From an optimization exercise on the open Yosys and OpenROAD flow, aimed at small area, a short achievable clock period and few clock cycles; shortcuts taken in it are not production practice. At most, simulation tests tie the RTL to the original design; equivalence was not proved.

maple:
==> flow/design.v <==
module cb_seg(
    input wire clk,
    input wire reset,
    input wire[11:0] tb_size_in,
    input wire wreq_size,
    output wire rreq_data,
    input wire[7:0] tb_in,
    output wire cb_valid,
    output wire[7:0] cb_data,
    output wire cb_size,
    output wire cb_start
);
reg [10:0] wq [0:32];
reg [32:0] v;
wire       release_cur;
wire [32:0] fa;      
wire [31:0] mv;      
assign fa[32] = 1'b1;
genvar g;
generate for (g = 0; g < 32; g = g + 1) begin : q
    assign fa[g] = fa[g+1] & v[g+1];
    assign mv[g] = v[g] & ~fa[g];
    always @(posedge clk)
        if (mv[g]) wq[g+1] <= wq[g];
end endgenerate
always @(posedge clk)
    if (wreq_size) wq[0] <= tb_size_in[10:0];
always @(posedge clk or posedge reset)
    if (reset) v <= 33'd0;
    else begin
        v[0] <= wreq_size | (v[0] & ~mv[0]);
        v[32] <= mv[31] | (v[32] & ~release_cur);
        v[31:1] <= mv[30:0] | (v[31:1] & ~mv[31:1]);
    end
wire [10:0] cur = wq[32];
localparam IDLE = 2'd0, BODY = 2'd2, CRC = 2'd3;
reg [1:0]  ph;
reg [10:0] p;
reg        fill;     
reg        fe;       
reg        lastnc;   
reg        twob;     
reg        big;      
reg        sob;      
reg        blk2;     
reg [1:0]  cc;       
wire c_gt132 = cur > 11'd132;
wire c_gt768 = cur > 11'd768;
wire c_gt894 = cur > 11'd894;
wire c_nofill = (cur == 11'd132) | (cur == 11'd768) | (cur == 11'd894) | (cur == 11'd1530);
wire c_fill1  = (cur == 11'd131) | (cur == 11'd767) | (cur == 11'd893) | (cur == 11'd1529);
wire p_fe = twob ? (big ? (p == 11'd1528) : (p == 11'd892))
                 : (big ? (p == 11'd766) : (p == 11'd130));
wire tb_last = (ph == BODY & lastnc & ~twob) | (ph == CRC & cc == 2'd2 & blk2);
wire start = v[32] & ((ph == IDLE) | tb_last);
wire fill_end = (ph == BODY) & fill & fe;
assign release_cur = (start & c_nofill) | fill_end;
always @(posedge clk or posedge reset)
    if (reset) ph <= IDLE;
    else if (start) ph <= BODY;
    else case (ph)
        BODY: if (lastnc) ph <= twob ? CRC : IDLE;
        CRC:  if (cc == 2'd2) ph <= blk2 ? IDLE : BODY;
        default: ;
    endcase
always @(posedge clk) begin
    if (start) begin
        p      <= cur;
        fill   <= ~c_nofill;
        fe     <= c_fill1;
        lastnc <= 1'b0;
        twob   <= c_gt768;
        big    <= c_gt132 & ~(c_gt768 & ~c_gt894);
        sob    <= 1'b1;
        blk2   <= 1'b0;
    end else case (ph)
        BODY: begin
            sob <= 1'b0;
            cc  <= 2'd0;
            if (fill) begin
                if (fe) begin
                    p      <= cur;
                    fill   <= 1'b0;
                    lastnc <= (cur == 11'd1);
                end else begin
                    p      <= p + 11'd1;
                    fe     <= p_fe;
                end
            end else begin
                p      <= p - 11'd1;
                lastnc <= (p == 11'd2) | (twob & ~blk2 & (p == 11'd767));
            end
        end
        CRC: begin
            cc <= cc + 2'd1;
            if (cc == 2'd2) begin
                blk2 <= 1'b1;
                big  <= 1'b1;
                sob  <= 1'b1;
            end
        end
        default: ;
    endcase
end
wire is_v    = ph[1];                       
wire is_data = (ph == BODY) & ~fill;
wire is_crc  = (ph == CRC);
reg s1_v, s2_v, s1_d, s2_d, s1_c, s2_c;
reg s1_st, s2_st;
reg rreq_q;
assign rreq_data = rreq_q;
always @(posedge clk or posedge reset)
    if (reset) begin
        s1_v <= 1'b0; s2_v <= 1'b0; rreq_q <= 1'b0;
    end else begin
        s1_v <= is_v; s2_v <= s1_v; rreq_q <= is_data;
    end
always @(posedge clk) begin
    s1_d <= is_data; s1_c <= is_crc; s1_st <= sob;
    s2_d <= s1_d;    s2_c <= s1_c;   s2_st <= s1_st;
end
reg [7:0]  ob;       
reg        ov, ost, osz;
reg        ocu;      
reg [23:0] crc;
assign cb_valid = ov;
assign cb_data  = ob;
assign cb_start = ost;
assign cb_size  = osz;
function [23:0] crc_next(input [23:0] s, input [7:0] d);
    reg [23:0] r;
    integer k;
    begin
        r = s;
        for (k = 0; k < 8; k = k + 1)
            r = {r[22:0], 1'b0} ^ ((r[23] ^ d[k]) ? 24'h800063 : 24'h0);
        crc_next = r;
    end
endfunction
wire [23:0] crc_n = crc_next(crc, ob);
always @(posedge clk or posedge reset)
    if (reset) ov <= 1'b0;
    else       ov <= s2_v;
always @(posedge clk) begin
    ost <= s2_st;
    if (s2_st) osz <= big;
    ocu <= s2_v & ~s2_c;
    if (s2_c)
        ob <= ocu ? crc_n[7:0] : crc[15:8];
    else
        ob <= s2_d ? tb_in : 8'h00;
    if (s2_v & s2_st) crc <= 24'hffffff;
    else if (ocu) crc <= crc_n;
    else if (s2_c) crc[15:0] <= crc[23:8];
end
endmodule
make LEC_CHECK=0 CAP_MARGIN=20 CORE_MARGIN=2 CORE_UTILIZATION=40 CTS_CLUSTER_DIAMETER=60 CTS_CLUSTER_SIZE=30 SETUP_SLACK_MARGIN=3.0 SLEW_MARGIN=20 finish   # period 5.0 ns
run.sh (not shown) runs the stock make flow with config.mk's settings and CLKGATE_MAP_FILE= SYNTH_SCRIPT=/design/flow/synth_recipe.tcl, a recipe that flattens the netlist after the stock synthesis.
maple finished end to end and its layout was clean on timing, DRC and antenna.
For oak, these inputs were changed with respect to maple:
-- flow/design.v --
<<< maple, line 107
wire is_crc  = (ph == CRC);
reg s1_v, s2_v, s1_d, s2_d, s1_c, s2_c;
reg s1_st, s2_st;
reg rreq_q;
assign rreq_data = rreq_q;
>>> oak, line 107
wire is_crc  = (ph == CRC);
reg s1_v, s2_v, s1_d, s2_d, s1_c, s2_c;
reg [1:0] s1_cc, s2_cc;
reg s1_st, s2_st, s1_sz, s2_sz;
reg rreq_q;
assign rreq_data = rreq_q;
<<< maple, line 117
    end
always @(posedge clk) begin
    s1_d <= is_data; s1_c <= is_crc; s1_st <= sob;
    s2_d <= s1_d;    s2_c <= s1_c;   s2_st <= s1_st;
end
reg [7:0]  ob;       
reg        ov, ost, osz;
reg        ocu;      
reg [23:0] crc;
assign cb_valid = ov;
>>> oak, line 118
    end
always @(posedge clk) begin
    s1_d <= is_data; s1_c <= is_crc; s1_cc <= cc; s1_st <= sob; s1_sz <= big;
    s2_d <= s1_d;    s2_c <= s1_c;   s2_cc <= s1_cc; s2_st <= s1_st; s2_sz <= s1_sz;
end
reg [7:0]  ob;       
reg        ov, ost, osz, onc;
reg [23:0] crc;
assign cb_valid = ov;
<<< maple, line 144
always @(posedge clk) begin
    ost <= s2_st;
    if (s2_st) osz <= big;
    ocu <= s2_v & ~s2_c;
    if (s2_c)
        ob <= ocu ? crc_n[7:0] : crc[15:8];
    else
        ob <= s2_d ? tb_in : 8'h00;
    if (s2_v & s2_st) crc <= 24'hffffff;
    else if (ocu) crc <= crc_n;
    else if (s2_c) crc[15:0] <= crc[23:8];
end
endmodule
>>> oak, line 144
always @(posedge clk) begin
    ost <= s2_st;
    osz <= s2_sz;
    onc <= ~s2_c;
    if (s2_c)
        ob <= (s2_cc == 2'd0) ? crc_n[7:0] : (s2_cc == 2'd1) ? crc[15:8] : crc[23:16];
    else
        ob <= s2_d ? tb_in : 8'h00;
    if (s2_v & s2_st) crc <= 24'hffffff;
    else if (ov & onc) crc <= crc_n;
end
endmodule
[summary]
Any difference in cell area after layout between oak and maple is small enough to ignore.
As far as setup slack is concerned, oak and maple perform about the same.
Cmp maple and oak / total of cells resized after clock tree synthesis / lower: oak
| utilization | oak vs maple | ≈ equal |
Comparing maple and oak, the lower met2 demand-to-capacity share in global routing was measured on oak.
Largest fanout on the critical path up 1 in oak wrt maple
Total wirelength of the detailed-routed design is higher on oak
Testbench counts of oak, summed over its fixed seeds: cycles 1,060,569.
Only the layout flow was run in maple; the RTL was not checked for function there.

-- port drivers added, routing unchanged --
The results above use ideal ports. As a check the final layouts listed here were re-extracted and re-timed, cells and wires unchanged. Step 1 assumes that a clkbuf_16 drives the clock port and a buf_2 every other input. Step 2, shift: input delay + t, output delay - t, t = (earliest + latest rising clock arrival at the registers) / 2. This alone moves slack from input paths to output paths. Three values: no drivers, after step 1, after step 2; two values: the first two.
run | t, ns | setup slack, ns | worst setup path after step 2 | slew at the worst register clock pin (ns)
maple | 0.633 | 2.914 / 2.862 / 2.859 | input, reset recovery | 0.10 / 0.10
oak | 0.615 | 2.913 / 2.863 / 2.855 | input to register | 0.10 / 0.10
After both steps every run listed still meets setup and hold. The setup slack of oak, which loses most, moves by -0.050 ns with the drivers and by -0.058 ns with both steps. Setup slack includes reset recovery checks.
